From an optimization exercise on the open Yosys and OpenROAD flow, aimed at small area; shortcuts taken in it are not production practice. In this exercise RTL edits were held to simulation tests only and were not proved equivalent to the original.

build 80:
==> flow/design.v (excerpt) <==
module lif_neuron (
    input  wire        clk,
    input  wire        rst,
    input  wire [15:0] threshold,
    input  wire [15:0] leak_rate,
    input  wire [7:0]  refractory,
    input  wire        leaky_enable,
    input  wire        reset_on_spike,
    input  wire [15:0] input_neuron_id,
    input  wire [7:0]  synapse_weight,
    input  wire        spike_in_valid,
    output wire        spike_in_ready,
    output reg  [15:0] output_neuron_id,
    output reg         spike_out_valid,
    input  wire        spike_out_ready,
    input  wire [15:0] neuron_id,
    output reg  [15:0] membrane_potential,
    output wire        in_refractory,
    output reg  [7:0]  refract_counter
);
    localparam S_IDLE = 2'd0, S_INT = 2'd1, S_SPK = 2'd2, S_REF = 2'd3;
    reg  [1:0] state;
    wire [15:0] m = membrane_potential;
    wire [7:0]  cnt = refract_counter;
    wire is_ref  = |cnt;
    wire st_idle = (state == S_IDLE);
    wire st_int  = (state == S_INT);
    wire st_spk  = (state == S_SPK);
    wire fire  = st_spk & spike_out_ready;          
    wire leak  = st_idle & leaky_enable;            
    wire nleak = ~leak;
    wire [15:0] nt = ~threshold;
    wire [16:0] gc;
    assign gc[0] = 1'b1;
    genvar gi;
    generate
        for (gi = 0; gi < 15; gi = gi + 1) begin : g_cmp
            lif_maj u_cmp (.a(m[gi]), .b(nt[gi]), .c(gc[gi]), .y(gc[gi + 1]));
        end
    endgenerate
    assign gc[16] = (~m[15] & threshold[15]) | (~m[15] & gc[15]) | (threshold[15] & gc[15]);
    wire ge = gc[16];
    wire take = st_int & ge;                        
    wire [14:0] xa, xb;
    wire nc;
    lif_leak u_leak (.m(m[14:0]), .l(leak_rate), .xa(xa), .xb(xb), .nc(nc));
    wire [15:0] wext = {{8{synapse_weight[7]}}, synapse_weight};
    wire [15:0] nx, ny, nz;
    wire [16:0] nci;
    lif_aoi22 u_nx0 (.a(leak), .b(xa[0]), .c(nleak), .d(m[0]), .y(nx[0]));
    lif_aoi222 u_ny0 (.a(st_int), .b(wext[0]), .c(fire), .d(nt[0]), .e(leak), .f(xb[0]), .y(ny[0]));
    lif_aoi22 u_nx1 (.a(leak), .b(xa[1]), .c(nleak), .d(m[1]), .y(nx[1]));
    lif_aoi222 u_ny1 (.a(st_int), .b(wext[1]), .c(fire), .d(nt[1]), .e(leak), .f(xb[1]), .y(ny[1]));
    lif_aoi22 u_nx2 (.a(leak), .b(xa[2]), .c(nleak), .d(m[2]), .y(nx[2]));
  ...
For scale: ~690 cells after synthesis, roughly 43 flip-flops.
export LEC_CHECK = 0
export CAP_MARGIN = 5
export CORE_MARGIN = 2
export CORE_UTILIZATION = 55
export GPL_TIMING_DRIVEN = 0
export SLEW_MARGIN = 5
export SYNTH_HIERARCHICAL = 1
export SYNTH_MINIMUM_KEEP_SIZE = 0
create_clock -name core_clock -period 14.0 [get_ports {clk}]
standard.sh (not shown) runs the stock make flow with config.mk's settings and CLKGATE_MAP_FILE= SYNTH_SCRIPT=/design/flow/synth_recipe.tcl, a recipe that flattens the netlist after the stock synthesis.
==> flow/flow/run.sh <==
#!/bin/bash
# Standard ORFS layout (the standard.sh: standard synthesis, floorplan,
# placement, CTS, routing) with these changes:
# - after floorplan, flow/downsize.tcl sets combinational cells that synthesis
#   upsized back to drive strength 1 (repair steps size up what needs it);
# - the buffers that buffer_ports puts on every input and output port are the
#   smallest plain buffer (sky130_fd_sc_hd__buf_1) instead of the cell the
#   resizer picks by default;
# - clock tree synthesis uses clkbuf_8 buffers and no dummy loads;
# - synthesis (ABC) buffers are removed at floorplan (REMOVE_ABC_BUFFERS);
# make's whole output goes to make_finish.log; each ORFS step keeps its own
# log under orfs/logs/.
set -euo pipefail
cd "$(dirname "$0")/.."
bash standard.sh \
  "POST_FLOORPLAN_TCL=$PWD/flow/downsize.tcl" \
  "BUFFER_PORTS_ARGS=-buffer_cell sky130_fd_sc_hd__buf_1" \
  "CTS_ARGS=-sink_clustering_enable -repair_clock_nets -dont_use_dummy_load -buf_list sky130_fd_sc_hd__clkbuf_8" \
  "REMOVE_ABC_BUFFERS=1" \
  finish > make_finish.log 2>&1
==> flow/flow/downsize.tcl <==
# Sourced by ORFS at the end of floorplan (POST_FLOORPLAN_TCL).  Synthesis
# (ABC) maps small helper modules on their own and often picks a larger drive
# strength than the layout needs; set every combinational cell that has a
# size-1 variant of the same function back to size 1.  The later repair steps
# (repair_design, repair_timing) size cells up again where timing, slew or
# capacitance need it.  Flip-flops and clock cells are left alone.
set db [ord::get_db]
set block [ord::get_db_block]
set swapped 0
foreach inst [$block getInsts] {
  set master [$inst getMaster]
  set name [$master getName]
  if {![regexp {^(sky130_fd_sc_hd__[a-z0-9]+)_([0-9]+)$} $name -> base size]} { continue }
  if {$size <= 1} { continue }
  if {[regexp {__(df|sdf|edf|dl|clk|dly|conb|tap|fill|decap|diode)} $base]} { continue }
  set small [$db findMaster ${base}_1]
  if {$small eq "NULL" || $small eq ""} { continue }
  if {[$small getWidth] >= [$master getWidth]} { continue }
  $inst swapMaster $small
  incr swapped
}
puts "downsize.tcl: $swapped cells set to drive strength 1"
For build 47, these inputs were changed with respect to build 80:
# build 80
export LEC_CHECK = 0
export CAP_MARGIN = 5
export CORE_MARGIN = 2
export CORE_UTILIZATION = 55
export GPL_TIMING_DRIVEN = 0
export SLEW_MARGIN = 5
export SYNTH_HIERARCHICAL = 1
export SYNTH_MINIMUM_KEEP_SIZE = 0
create_clock -name core_clock -period 14.0 [get_ports {clk}]
# build 47
export LEC_CHECK = 0
export CAP_MARGIN = 5
export CORE_MARGIN = 2
export CORE_UTILIZATION = 55
export GPL_TIMING_DRIVEN = 0
export PLACE_DENSITY = 0.9
export SLEW_MARGIN = 5
export SYNTH_HIERARCHICAL = 1
export SYNTH_MINIMUM_KEEP_SIZE = 0
create_clock -name core_clock -period 14.0 [get_ports {clk}]
--- outcome ---
On clock period minus final worst setup slack: build 47 sits below build 80. Build 47: non-clock buffer instance count of the final layout is 2 higher than what build 80 reported. Sort build 80 and build 47 by final routed wirelength across all metal layers, ascending, and build 47 comes first. Per the comparison of build 47 with build 80, clock skew now smaller, sequential share of layout area comparable.
## Diff of input files: build 61 against build 47
# build 47
export LEC_CHECK = 0
export CAP_MARGIN = 5
export CORE_MARGIN = 2
export CORE_UTILIZATION = 55
export GPL_TIMING_DRIVEN = 0
export PLACE_DENSITY = 0.9
export SLEW_MARGIN = 5
export SYNTH_HIERARCHICAL = 1
export SYNTH_MINIMUM_KEEP_SIZE = 0
create_clock -name core_clock -period 14.0 [get_ports {clk}]
# build 61
export LEC_CHECK = 0
export CAP_MARGIN = 5
export CORE_MARGIN = 2
export CORE_UTILIZATION = 65
export GPL_TIMING_DRIVEN = 0
export PLACE_DENSITY = 0.85
export SLEW_MARGIN = 5
export SYNTH_HIERARCHICAL = 1
export SYNTH_MINIMUM_KEEP_SIZE = 0
create_clock -name core_clock -period 14.0 [get_ports {clk}]
[summary]
The wire length on met1 in build 61 sits 320 µm above the value recorded for build 47.
[compare] base=build 47 new=build 61: tightest hold margin went down 0.0046 ns; detailed-route DRC error count held; non-clock buffer count went down 3; number of enable flip-flop cells after synthesis held.
Although it ran to completion, build 61 produced a layout that fails the final checks because of capacitance limit, slew limit.
Build 47 → build 61: sum of routed wire length over all layers -2.6%; setup slack of the critical path after layout -0.0040 ns; final non-filler cell area -0.78%; global-route usage +4.0 points.

afterwards: timing with drivers on the ports:
How much do the figures lean on ideal ports? The routed layouts below were timed once more, with nothing changed but the port constraints.
Step 1 (the two cells are an assumption about what drives the block):
set clk [get_ports {clk}]
set_driving_cell -lib_cell sky130_fd_sc_hd__clkbuf_16 $clk
set_driving_cell -lib_cell sky130_fd_sc_hd__buf_2 [delete_from_list [all_inputs] $clk]
Step 2 times the ports against the registers' clock, not the clock port: input delays grow and output delays shrink by t, the midpoint of the rising clock arrivals with the driver on.
Slacks: no drivers / after step 1 / after step 2; pairs: no drivers / after step 1.
run | shift t [ns] | setup slack, ns | latest minus earliest clock arrival (ns) | worst data-port slew with drivers (ns) | pins driven straight from the clock port
build 80 | 0.347 | 0.805 / 0.814 / 0.468 | 0.029 / 0.029 | 0.04 | 1
build 47 | 0.308 | 0.819 / 0.816 / 0.507 | 0.012 / 0.011 | 0.04 | 1
build 61 | 0.325 | 0.815 / 0.821 / 0.496 | 0.013 / 0.013 | 0.04 | 1
For build 80, which loses most, drivers alone change the setup slack by +0.009 ns; drivers and shift together by -0.337 ns.
